Context: an optimization exercise on an open-source flow, tuned for small area, a short achievable clock period and few clock cycles per item. The choices shown serve that exercise and are no tape-out recipe. At most, simulation tests tie the RTL to the original design; equivalence was not proved. No functional check of the RTL was part of run 2.

[flow/config.mk]
export PLATFORM = sky130hd
export DESIGN_NAME = muldiv
export DESIGN_NICKNAME = muldiv
export VERILOG_FILES = /design/flow/design.v
export SDC_FILE = /design/flow/constraint.sdc
export NUM_CORES = 4
export LEC_CHECK = 0
export CAP_MARGIN = 20
export CORE_MARGIN = 2
export CORE_UTILIZATION = 40
export PLACE_DENSITY = 0.6
export SLEW_MARGIN = 20
[flow/design.v]
`timescale 1ns / 1ps 
`timescale 1ns / 1ps
 `timescale 1ns / 1ps 
module muldiv#(parameter XLEN = 32)
(
    input                   clk_i,
    input                   rst_i,
    input  [XLEN-1 : 0]     a_i,
    input  [XLEN-1 : 0]     b_i,
    input                   req_i,
    input  [ 2 : 0]         operation_sel_i,
    output reg [XLEN-1 : 0] muldiv_result_o,
    output reg              ready_o
);
function [XLEN-1 : 0] abs;
    input [XLEN-1 : 0] num;
    abs = num[XLEN-1] ? -num : num;
endfunction
wire operation_mul, operation_mulh, operation_mulhsu, operation_mulhu,
     operation_div, operation_divu, operation_rem, operation_remu;
assign operation_mul = (operation_sel_i == 3'b000);
assign operation_mulh = (operation_sel_i == 3'b001);
assign operation_mulhsu = (operation_sel_i == 3'b010);
assign operation_mulhu = (operation_sel_i == 3'b011);
assign operation_div = (operation_sel_i == 3'b100);
assign operation_divu = (operation_sel_i == 3'b101);
assign operation_rem = (operation_sel_i == 3'b110);
assign operation_remu = (operation_sel_i == 3'b111);
wire is_divider, is_a_zero, is_b_zero,
     is_a_neg, is_b_neg, signed_adjust, mul_overflow;
assign is_divider = operation_sel_i[2];
assign is_a_zero = (a_i == 32'b0);
assign is_b_zero = (b_i == 32'b0);
assign is_a_neg  = a_i[31] & (operation_mulh | operation_mulhsu | operation_div | operation_rem);
assign is_b_neg  = b_i[31] & (operation_mulh | operation_div | operation_rem);
assign signed_adjust = is_a_neg ^ is_b_neg;
assign mul_overflow   = (is_a_neg & (a_i[30: 0] == 31'b0));
wire [XLEN-1 : 0] op_a, op_b;
assign op_a = ( | is_a_neg)? abs(a_i) : a_i;
assign op_b = ( | is_b_neg)? abs(b_i) : b_i;
wire              is_calc_done;
reg  [XLEN-1 : 0] reg32;
reg  [XLEN*2 : 0] result;        
reg  [ 5 : 0]     cnt;
reg  [XLEN-1 : 0]   op_a_r, op_b_r;
reg  [XLEN*2-1 : 0] fast_result, mul0, mul1;
reg  [ 1 : 0]       fast_mul_counter;
assign is_calc_done = !(operation_mul | operation_mulh | operation_mulhsu |
                        operation_mulhu)? ~|cnt : & fast_mul_counter;
wire [XLEN-1 : 0] mull, mulh, quotient, remainder;
assign mull = result[31 : 0];
assign mulh = result[63 : 32];
assign quotient = result[31 : 0];
assign remainder = result[64 : 33];
localparam S_IDLE        = 3'b000,
           S_CALC        = 3'b001,
           S_SIGN_ADJUST = 3'b010,
           S_DONE        = 3'b011,
           S_STALL       = 3'b100;
reg [2 : 0] S, S_nxt;
always @(posedge clk_i)
begin
    if (rst_i)
        S <= S_IDLE;
    else
        S <= S_nxt;
end
always @(*)
begin
    case (S)
        S_IDLE:
            S_nxt = (req_i)? (is_a_zero | is_b_zero)? S_DONE : S_CALC : S_IDLE;
        S_CALC:
            S_nxt = (is_calc_done)? S_SIGN_ADJUST : S_CALC;
        S_SIGN_ADJUST:
            S_nxt = S_DONE;
        S_DONE:
            S_nxt = S_IDLE;
        default:
            S_nxt = S_IDLE;
    endcase
end
wire mul_add = result[0];
wire div_sub = (result[63: 32] >= reg32);
wire [32 : 0] adder_opa, adder_opb;
assign adder_opa = is_divider ? -reg32 : reg32;
assign adder_opb = result[63: 32];
wire [32 : 0] adder_tmp = adder_opa + adder_opb;
wire [64 : 0] result_tmp = {adder_tmp, result[31: 0]};
always @(posedge clk_i)
begin
    if (rst_i || ((S == S_IDLE) & req_i)) begin
        fast_result <= 32'b0;
        fast_mul_counter <= 2'b0; 
    end
    else begin
        op_a_r <= op_a;
        op_b_r <= op_b;
        mul0 <= op_a_r * op_b_r;
        mul1 <= mul0;
        fast_result <= mul1;
        fast_mul_counter <= (& fast_mul_counter)? fast_mul_counter : fast_mul_counter + 1;
    end
end
always @(posedge clk_i)
begin
    if ( (S == S_IDLE) & req_i)
    begin
        if (is_divider)
        begin                        
            if (is_b_zero)
            begin                    
                result[64: 33] <= a_i;
                result[32]  <= 1'b0;
                result[31: 0] <= {32{1'b1}};
            end
            else
            begin
                cnt <= 'd32;
                reg32 <= op_b;
                result <= {1'b0, 32'b0, op_a};   
            end
        end
        else
        begin                        
            if (is_a_zero | is_b_zero)
            begin
                result <= 65'b0;
            end
            else
            begin
                cnt <= 'd31;
                reg32 <= op_a;
                result <= {1'b0, 32'b0, op_b};   
            end
        end
    end
    else if (S == S_CALC)
    begin
        cnt <= cnt - 'd1;
        if (is_divider)
        begin
            result <= (div_sub)? {result_tmp[63 : 0], 1'b1} : {result[63 : 0], 1'b0};
        end
        else
        begin
            result <= (mul_add)? {1'b0, result_tmp[64 : 1]} : {1'b0, result[64 : 1]};
        end
    end
    else if (S == S_SIGN_ADJUST)
    begin
        if (is_divider)
        begin
            result[64: 33] <= (is_a_neg)? -remainder : remainder;
            result[31: 0] <= (signed_adjust)? -quotient : quotient;
        end
        else
        begin
            result <= (operation_mulh | operation_mulhu)? (signed_adjust)? -fast_result : fast_result
                    : (operation_mulhsu)? (is_a_neg)? -fast_result : fast_result : fast_result;
        end
    end
end
always @(posedge clk_i)
begin
    if (S == S_DONE || S == S_STALL)
        ready_o <= 1;
    else
        ready_o <= 0;
end
always @(posedge clk_i)
begin
    if (S == S_DONE)
        muldiv_result_o <= ( {32{operation_mul}} & mull)
                      | ( {32{operation_mulh | operation_mulhsu | operation_mulhu}} & mulh)
                      | ( {32{operation_div | operation_divu}} & quotient)
                      | ( {32{operation_rem | operation_remu}} & remainder)
                      ;
    else
        muldiv_result_o <= muldiv_result_o;
end
endmodule
[flow/constraint.sdc]
create_clock -name core_clock -period 8.5 [get_ports {clk_i}]
set_input_delay 1.7000 -clock core_clock [delete_from_list [all_inputs] [get_ports {clk_i}]]
set_output_delay 1.7000 -clock core_clock [all_outputs]
set_load 0.01 [all_outputs]
[flow/run.sh]
#!/bin/bash
# synth_recipe.tcl (not shown) runs the flow's synth.tcl, then flattens the netlist and writes it again
# the make line also repeats each setting of config.mk as NAME=value (left out here)
make -C /OpenROAD-flow-scripts/flow DESIGN_CONFIG=/design/flow/config.mk WORK_HOME=/design/flow/orfs CLKGATE_MAP_FILE= SYNTH_SCRIPT=/design/flow/synth_recipe.tcl finish
==> impl_metrics.csv, run 1 <==
group,metric,value,unit
critical_path,slowest_stage,"fa_1",
die,fp-row-count,138,
finish,fillers,13659,
synthesis,synth_xor_area_share,4.58,%
critical_path,cp_data_arrival_time,8490,ps
critical_path,cp.required,8830,ps
synthesis,synthCells,6023,
die,fp.dieArea,145000,µm²
synthesis,ys_ff_latch,396,
timing,hold_viol,0,
placed_design,dp_cells,7806,
synthesis,netlist_top_cells_area,"fa_1 32%, edfxtp_1 17%, ha_1 7.5%",
clock_network,cts.sinks,396,
global_routing,grt_pass1_vias,44109,
clock_network,htreeDepth,2,
timing,timing.final.ws_setup,336,ps
critical_path,crit_buf_inv,5,
timing,fmax,0.122,GHz
flow_run,maxCapViolations,0,
synthesis,yosysSeqAreaShare,19.8,%
finish,fin_nets,7293,
synthesis,synth_area,56600,µm²
critical_path,cp_max_fo,8,
synthesis,synthDistinctLibCells,84,
global_routing,antenna_found_initial,10,
timing,fin_crit_sh,96.0,%
critical_path,cp_top_family,"adder cells",
critical_path,crit_type,"reg -> reg",
finish,syn2layout_area_growth,9.56,%
clock_network,clk_pin_slew,60,ps
finish,instances_no_fill,7920,
drt,drc,0,
timing,setup_viol,0,
clock_network,cts_tree,"done",
critical_path,reg2reg_to,"mul0[58]$_DFFE_PN_",
critical_path,r2r_setup_slack,340,ps
synthesis,synth_fa_ha_area_share,39.2,%
synthesis,avgSynthCellArea,9.40,µm²
min_path,worst_hold_path_type,"reg -> reg",
drt,dr.pass1.iters,6,
placed_design,dp_slack,-173,ps
die,fp.dieH,380,µm
global_routing,overflow,0,
critical_path,cp_common_cell,"fa_1",
clock_network,cts-root-buf,"clkbuf_16",
drt,drtAntennaViolNets,0,
clock_network,cts_made_buffers,45,
synthesis,synth_top_family_by_area,"adder cells",
critical_path,crit_path_start_kind,"flop",
finish,layout_common_cells,"987 x inv_1, 897 x fa_1, 653 x and2_1, 632 x nand2_1, 339 x ha_1",
synthesis,yosys_warnings,1,
critical_path,end_kind,"flop",
global_routing,grt_pass1_wl,276000,µm
finish,mostFrequentLayoutCell,"inv_1",
finish,final_util,44.0,%
placed_design,port_buffers,102,
synthesis,yosys.area_share.simple,16.6,%
synthesis,synth_top_cell_by_area,"fa_1",
critical_path,crit_path_cell_trace,"buf_12, and2_1, fa_1, fa_1, fa_1, inv_1, fa_1, inv_1, fa_1, fa_1, fa_1, inv_1, fa_1, inv_1, ha_1, a21o_1, a21o_1, a21o_1, a2111oi_2, a211o_1, a2111oi_0, or3_1, a311o_1, xor2_1",
synthesis,async_flop_share,0,%
min_path,hold_start,"mul0[36]$_DFFE_PN_",
critical_path,max_stage_delay,550,ps
timing,worst_pin_slew,1330,ps
finish,drive_gt1_share,5.21,%
critical_path,ff2ff_path_depth,24,
synthesis,synth_compound_area_share,9.20,%
die,start_util,40.1,%
drt,via_per_inst,5.44,
min_path,hold_path_end,"mul1[36]$_DFFE_PN_",
die,io_pins,103,
timing,slew_headroom,10.8,%
synthesis,synth_nets,7329,
synthesis,yosys_most_used_dff,"edfxtp_1",
drt,wire_per_inst,22.8,µm
timing,maxSlewViolCount,0,
synthesis,synth_top_area_share,31.7,%
clock_network,clock_latency,610,ps
timing,rsz0062_at_grt,"false",
min_path,min_path_cells,0,
timing,clock_skew,36.3,ps
die,coreArea,141000,µm²
drt,via_count,43103,
drt,drtIter0Drc,3822,
global_routing,grt_max_degree,178,
die,die_x,380,µm
timing,min_period,8160,ps
global_routing,grt_usage,25.1,%
synthesis,synth-edff-count,326,
clock_network,cts_buffer_depth,3,
synthesis,synth_mux_area_share,1.75,%
status,outcome,"finished clean",
clock_network,ctsHoldBuffers,0,
timing,whs,413,ps
critical_path,r2r-start,"op_a_r[13]$_DFFE_PN_",
placed_design,routabilityCongestion,0.979,
drt,wl,180000,µm
placed_design,dp_hpwl,142000,µm
[metal layers]
| metal | vias to the layer above | wire length [µm] | global-route usage [%] |
|---|---|---|---|
| li1 | 19142 | - | - |
| met3 | 311 | 13200 | 3.76 |
| met1 | 22065 | 75600 | 34.3 |
| met4 | 4 | 7290 | 9.33 |
| met2 | 1581 | 84100 | 40.3 |
| met5 | - | 30 | 0 |
[flip-flops by register name, summed over array words and instances (netlist names), 6 cells and up]
| signal | flops |
|---|---|
| mul1 | 64 |
| reg32 | 32 |
| cnt | 6 |
| op_a_r | 32 |
| muldiv_result_o | 32 |
| mul0 | 64 |
| result | 65 |
| fast_result | 64 |
| op_b_r | 32 |
[synth_stat cells, types with 16 or more instances]
cell      number
a211oi_1      36
a21o_1        69
a21oi_1      255
a221oi_1      19
a31oi_1       32
and2_1       653
and3_1        16
clkbuf_1     331
dfxtp_1       70
edfxtp_1     326
fa_1         897
ha_1         339
inv_1        987
mux2i_1       74
nand2_1      635
nand2b_1      29
nand3_1       35
nand4_1       29
nor2_1       256
nor2b_1       16
nor3_1        61
nor4_1        30
o211ai_1      22
o21ai_0      148
o21bai_1      19
o22ai_1       49
o31ai_1       43
or3_1         23
xnor2_1      179
xor2_1       117
[cell type report]
type | count | area [µm²] | share of cell area [%]
antenna | 7 | 17.5 | 0.0282
sequential | 396 | 11200 | 18.0
clock inverter | 24 | 279 | 0.450
multi-input combinational | 4292 | 40500 | 65.3
timing repair buffer | 263 | 2710 | 4.37
tap | 1890 | 2360 | 3.81
clock buffer | 59 | 1240 | 2.00
inverter | 989 | 3710 | 5.99
[how the worst max path moves through the flow]
stage	slack (ps)	cells past startpoint	start	endpoint
after global routing	20	25	op_a_r[13]$_DFFE_PN_	mul0[62]$_DFFE_PN_
after CTS	70	24	op_b_r[17]$_DFFE_PN_	mul0[59]$_DFFE_PN_
after detailed placement	-170	23	op_b_r[6]$_DFFE_PN_	mul0[58]$_DFFE_PN_
after floorplan	590	3	req_i	mul0[0]$_DFFE_PN_
after global placement	-140	24	op_a_r[17]$_DFFE_PN_	mul0[62]$_DFFE_PN_
final	340	24	op_a_r[13]$_DFFE_PN_	mul0[58]$_DFFE_PN_
[cells by family after synthesis]
| kind of cell | Yosys count |
|---|---|
| adder cells (fa/ha/maj) | 1236 |
| AO/OA/AOI/OAI | 823 |
| multiplexers | 89 |
| buffers and inverters | 1335 |
| XOR/XNOR | 296 |
| flip-flops | 396 |
| AND/OR/NAND/NOR | 1848 |
[per-stage QoR]
step	TNS (ps)	cell area, µm²
finish	0	62000
global route	0	62000
CTS	0	61700
detailed placement	-755	60100
global placement	-330	60100
floorplan	0	56600
[timing repair]
action,CTS,global route
gates resized for setup,4,8
pin swaps,0,2
endpoints found under the hold margin,0,0
setup buffers,0,24
setup endpoints to repair,6,10
Testbench counts, summed over its fixed seeds: cycles 66,369, ops 3,200.
==> inputs of run 2 (changes only) <==
==> flow/design.v (replaced) <==
`timescale 1ns / 1ps 
`timescale 1ns / 1ps
 `timescale 1ns / 1ps 
module muldiv#(parameter XLEN = 32)
(
    input                   clk_i,
    input                   rst_i,
    input  [XLEN-1 : 0]     a_i,
    input  [XLEN-1 : 0]     b_i,
    input                   req_i,
    input  [ 2 : 0]         operation_sel_i,
    output [XLEN-1 : 0]     muldiv_result_o,
    output reg              ready_o
);
localparam K = 4;                  
localparam NSTEP = 32 / K;
localparam S_IDLE = 3'd0, S_MUL = 3'd1, S_NORM = 3'd2, S_DIV = 3'd3,
           S_FIX  = 3'd4, S_DONE = 3'd5;
reg  [2:0]  S;
reg  [4:0]  cnt;
reg  [32:0] acc_hi;    
reg  [31:0] acc_lo;    
reg  [32:0] opd;       
reg         neg;       
reg         out_hi;    
wire [2:0] op = operation_sel_i;
wire is_div  = op[2];
wire a_sgn   = (op == 3'd1) | (op == 3'd2) | (op == 3'd4) | (op == 3'd6);
wire b_sgn   = (op == 3'd1) | (op == 3'd4) | (op == 3'd6);
wire a_neg   = a_sgn & a_i[31];
wire b_neg   = b_sgn & b_i[31];
wire b_zero  = (b_i == 32'b0);
wire is_rem  = op[1];
wire [31:0] a_abs = a_neg ? -a_i : a_i;
wire [31:0] b_abs = b_neg ? -b_i : b_i;
wire        last_step = (cnt == 5'd0);
wire [K:0]  digit = {last_step & b_sgn & acc_lo[K-1], acc_lo[K-1:0]};
wire signed [33+K:0] prod = $signed(opd) * $signed(digit);
wire signed [33+K:0] mt   = $signed({acc_hi[32], acc_hi}) + prod;
function [5:0] bitlen;
    input [31:0] x;
    integer i;
    begin
        bitlen = 6'd0;
        for (i = 0; i < 32; i = i + 1)
            if (x[i]) bitlen = i + 1;
    end
endfunction
wire [5:0]  la = bitlen(acc_lo);
wire [5:0]  lb = bitlen(opd[31:0]);
wire        q_zero = (la < lb);
wire [5:0]  nq = la - lb;              
wire [4:0]  sh = 5'd31 - nq[4:0];      
wire [63:0] norm = {32'b0, acc_lo} << sh;
wire [32:0] rem_sh = {acc_hi[31:0], acc_lo[31]};
wire [33:0] dsub   = {1'b0, rem_sh} - {1'b0, opd};
wire        q_bit  = ~dsub[33];
wire [31:0] fix_src = is_rem ? acc_hi[31:0] : acc_lo;
always @(posedge clk_i)
begin
    if (rst_i) begin
        S <= S_IDLE;
        ready_o <= 1'b0;
    end
    else begin
        ready_o <= 1'b0;
        case (S)
            S_IDLE:
                if (req_i) begin
                    if (!is_div) begin
                        acc_hi <= 33'b0;
                        acc_lo <= b_i;
                        opd    <= {a_neg, a_i};
                        cnt    <= NSTEP - 1;
                        out_hi <= (op != 3'd0);
                        S      <= S_MUL;
                    end
                    else if (b_zero) begin
                        acc_hi <= {1'b0, a_i};
                        acc_lo <= 32'hffffffff;
                        out_hi <= is_rem;
                        S      <= S_DONE;
                        ready_o <= 1'b1;
                    end
                    else begin
                        acc_lo <= a_abs;
                        opd    <= {1'b0, b_abs};
                        neg    <= is_rem ? a_neg : (a_neg ^ b_neg);
                        S      <= S_NORM;
                    end
                end
            S_MUL: begin
                acc_hi <= mt[33+K:K];
                acc_lo <= {mt[K-1:0], acc_lo[31:K]};
                cnt    <= cnt - 5'd1;
                if (last_step) begin
                    S <= S_DONE;
                    ready_o <= 1'b1;
                end
            end
            S_NORM: begin
                if (q_zero) begin
                    acc_hi <= {1'b0, a_i};
                    acc_lo <= 32'b0;
                    out_hi <= is_rem;
                    S      <= S_DONE;
                    ready_o <= 1'b1;
                end
                else begin
                    acc_hi <= {1'b0, norm[63:32]};
                    acc_lo <= norm[31:0];
                    cnt    <= nq[4:0];
                    S      <= S_DIV;
                end
            end
            S_DIV: begin
                acc_hi <= q_bit ? dsub[32:0] : rem_sh;
                acc_lo <= {acc_lo[30:0], q_bit};
                cnt    <= cnt - 5'd1;
                out_hi <= is_rem;
                if (last_step) begin
                    if (neg)
                        S <= S_FIX;
                    else begin
                        S <= S_DONE;
                        ready_o <= 1'b1;
                    end
                end
            end
            S_FIX: begin
                acc_lo <= -fix_src;
                out_hi <= 1'b0;
                S      <= S_DONE;
                ready_o <= 1'b1;
            end
            default:    
                S <= S_IDLE;
        endcase
    end
end
assign muldiv_result_o = out_hi ? acc_hi[31:0] : acc_lo;
endmodule
==> impl_metrics.csv, run 2 <==
group,metric,value,unit
status,outcome,"finished clean",
flow_run,maxCapViolations,0,
timing,setup_viol,0,
drt,wire_per_inst,26.2,µm
die,start_util,40.7,%
timing,fin_crit_sh,93.9,%
synthesis,async_flop_share,0,%
synthesis,yosys_warnings,1,
clock_network,htreeDepth,3,
placed_design,dp_hpwl,61800,µm
clock_network,cts-root-buf,"clkbuf_16",
finish,instances_no_fill,3010,
critical_path,cp_data_arrival_time,8120,ps
clock_network,ctsHoldBuffers,0,
clock_network,cts_made_buffers,9,
die,fp.dieArea,50500,µm²
timing,setup_tns,0,ps
clock_network,cts_setup_buffers,0,
drt,wl,78900,µm
synthesis,yosys_most_used_dff,"edfxtp_1",
finish,fillers,4812,
die,die_x,225,µm
min_path,worst_hold_path_type,"reg -> reg",
clock_network,cts.repair.resized,0,
critical_path,cp.required,8640,ps
synthesis,yosysMostFrequentCell,"nand2_1",
die,coreArea,47800,µm²
global_routing,grt_max_degree,92,
synthesis,synth-edff-count,105,
drt,via_count,19209,
drt,dr.pass1.iters,8,
timing,slew_headroom,27.8,%
finish,num_antenna_cells,0,
timing,fmax,0.125,GHz
die,fp.dieH,225,µm
global_routing,overflow,0,
finish,fin_nets,2711,
global_routing,grt_pass1_wl,118000,µm
global_routing,grt_usage,31.2,%
synthesis,synth_top_area_share,16.2,%
placed_design,port_buffers,102,
critical_path,cp_max_fo,5,
global_routing,grt_pass1_vias,18181,
timing,min_period,7980,ps
synthesis,synth_nets,2711,
clock_network,cts.sinks,109,
die,io_pins,103,
synthesis,synthCells,2391,
timing,hold_viol,0,
timing,rsz0062_at_grt,"false",
critical_path,end_kind,"flop",
finish,syn2layout_area_growth,9.73,%
timing,worst_pin_slew,1080,ps
clock_network,cts_tree,"done",
drt,drtAntennaViolNets,0,
die,fp-row-count,80,
timing,clock_skew,23.7,ps
clock_network,clock_latency,410,ps
synthesis,avgSynthCellArea,8.14,µm²
critical_path,crit_type,"in -> reg",
finish,drive_gt1_share,6.10,%
finish,layout_common_cells,"224 x nand2_1, 210 x a21oi_1, 199 x nor2_1, 164 x inv_1, 153 x o21ai_0",
drt,via_per_inst,6.38,
synthesis,synthDistinctLibCells,77,
synthesis,synth_area,19500,µm²
synthesis,synth_top_cell_by_area,"edfxtp_1",
global_routing,antenna_found_initial,2,
placed_design,dp_cells,2995,
clock_network,cts_buffer_depth,2,
critical_path,crit_path_start_kind,"input pin",
finish,reg_top3,"acc_hi x33, opd x33, acc_lo x32",
finish,multi_input_area,15100,µm²
clock_network,clk_pin_slew,90,ps
synthesis,yosysSeqAreaShare,16.6,%
finish,regArea,3230,µm²
timing,timing.final.ws_setup,516,ps
synthesis,synth_commonest_cells,"224 x nand2_1, 210 x a21oi_1, 200 x nor2_1, 164 x inv_1, 154 x o21ai_0",
drt,drtIter0Drc,2345,
finish,mostFrequentLayoutCell,"nand2_1",
placed_design,routabilityCongestion,1.00,
placed_design,dp_slack,205,ps
timing,whs,687,ps
drt,drc,0,
timing,maxSlewViolCount,0,
synthesis,netlist_top_cells_area,"edfxtp_1 16%, fa_1 14%, ha_1 7.5%",
synthesis,ys_ff_latch,109,
run 2: cell families after synthesis:
logic type | after synthesis | synth area share [%]
fa+ha+maj | 250 | 21.2
buf+inv | 322 | 6.30
compound gates | 662 | 21.3
simple gates | 736 | 18.3
xor+xnor | 157 | 7.06
mux | 155 | 9.19
flops | 109 | 16.6
run 2: worst max-delay path: stages:
cell and delay, ps:
clkdlybuf4s50_1 490, nand2b_1 130, o21ai_2 160, nand3_1 240
or2_2 370, fa_1 510, fa_1 530, fa_1 530
fa_1 610, inv_1 60, ha_1 290, a21o_1 170
a41oi_1 200, o21ai_0 210, a221o_1 370, a31o_2 320
a311o_1 390, a311oi_1 370, xnor2_1 110, a222oi_1 210
o21ai_0 130
run 2: final cells by class:
cell class                 count  area share [%]
clock buffer                   9            1.05
clock inverter                 6           0.334
inverter                     164            2.88
multi-input combinational   1960            70.7
sequential                   109            15.1
tap                          615            3.60
timing repair buffer         147            6.32
run 2: metal layers:
metal | vias to the layer above | track usage [%] | share of wire (%)
li1 | 8598 | - | -
met1 | 9414 | 43.5 | 42
met2 | 1064 | 47.7 | 44
met3 | 133 | 5.72 | 9.8
met4 | 0 | 12.5 | 4.4
met5 | - | 0 | 0
run 2: stage by stage:
step / area [µm²] / util, %
global placement: 21100 / 44.0
global route: 21400 / 44.7
floorplan: 19500 / -
detailed placement: 21100 / 44.0
CTS: 21400 / 44.7
finish: 21400 / 44.7
run 2: final timing paths:
path                            slack, ps          startpoint  depth (start not counted)              endpoint
worst max-delay path                  520  operation_sel_i[0]                         21  acc_hi[18]$_DFFE_PP_
worst min-delay path                  690       neg$_DFFE_PP_                          5     S[0]$_SDFFE_PP0P_
worst min register to register        690       neg$_DFFE_PP_                          5     S[0]$_SDFFE_PP0P_
worst max register to register       1530    opd[4]$_DFFE_PP_                         20  acc_hi[11]$_DFFE_PP_

-- static timing again, ports no longer ideal --
The flow's constraints put no driver on any port. The routed layouts listed below were extracted and timed again, unchanged, in two steps. Step 1: set_driving_cell puts a clkbuf_16 on clk_i and a buf_2 on each other input, an assumption about the parent block. Step 2 adds t to the input delays and takes it off the output delays; t is the mean of the earliest and latest rising clock arrival at the registers after step 1. Input paths then give back, and output paths get back, about the clock's delay inside the block. Slacks: ideal / step 1 / step 2; pairs: ideal / step 1.
| run | t, ns | setup WS [ns] | worst setup path after step 2 |
|---|---|---|---|
| run 1 | 0.662 | 0.336 / 0.336 / 0.336 | register to register |
| run 2 | 0.445 | 0.516 / 0.543 / 0.098 | input to register |
After both steps every run listed still meets setup and hold. The setup slack of run 2, which loses most, moves by +0.027 ns with the drivers and by -0.418 ns with both steps.
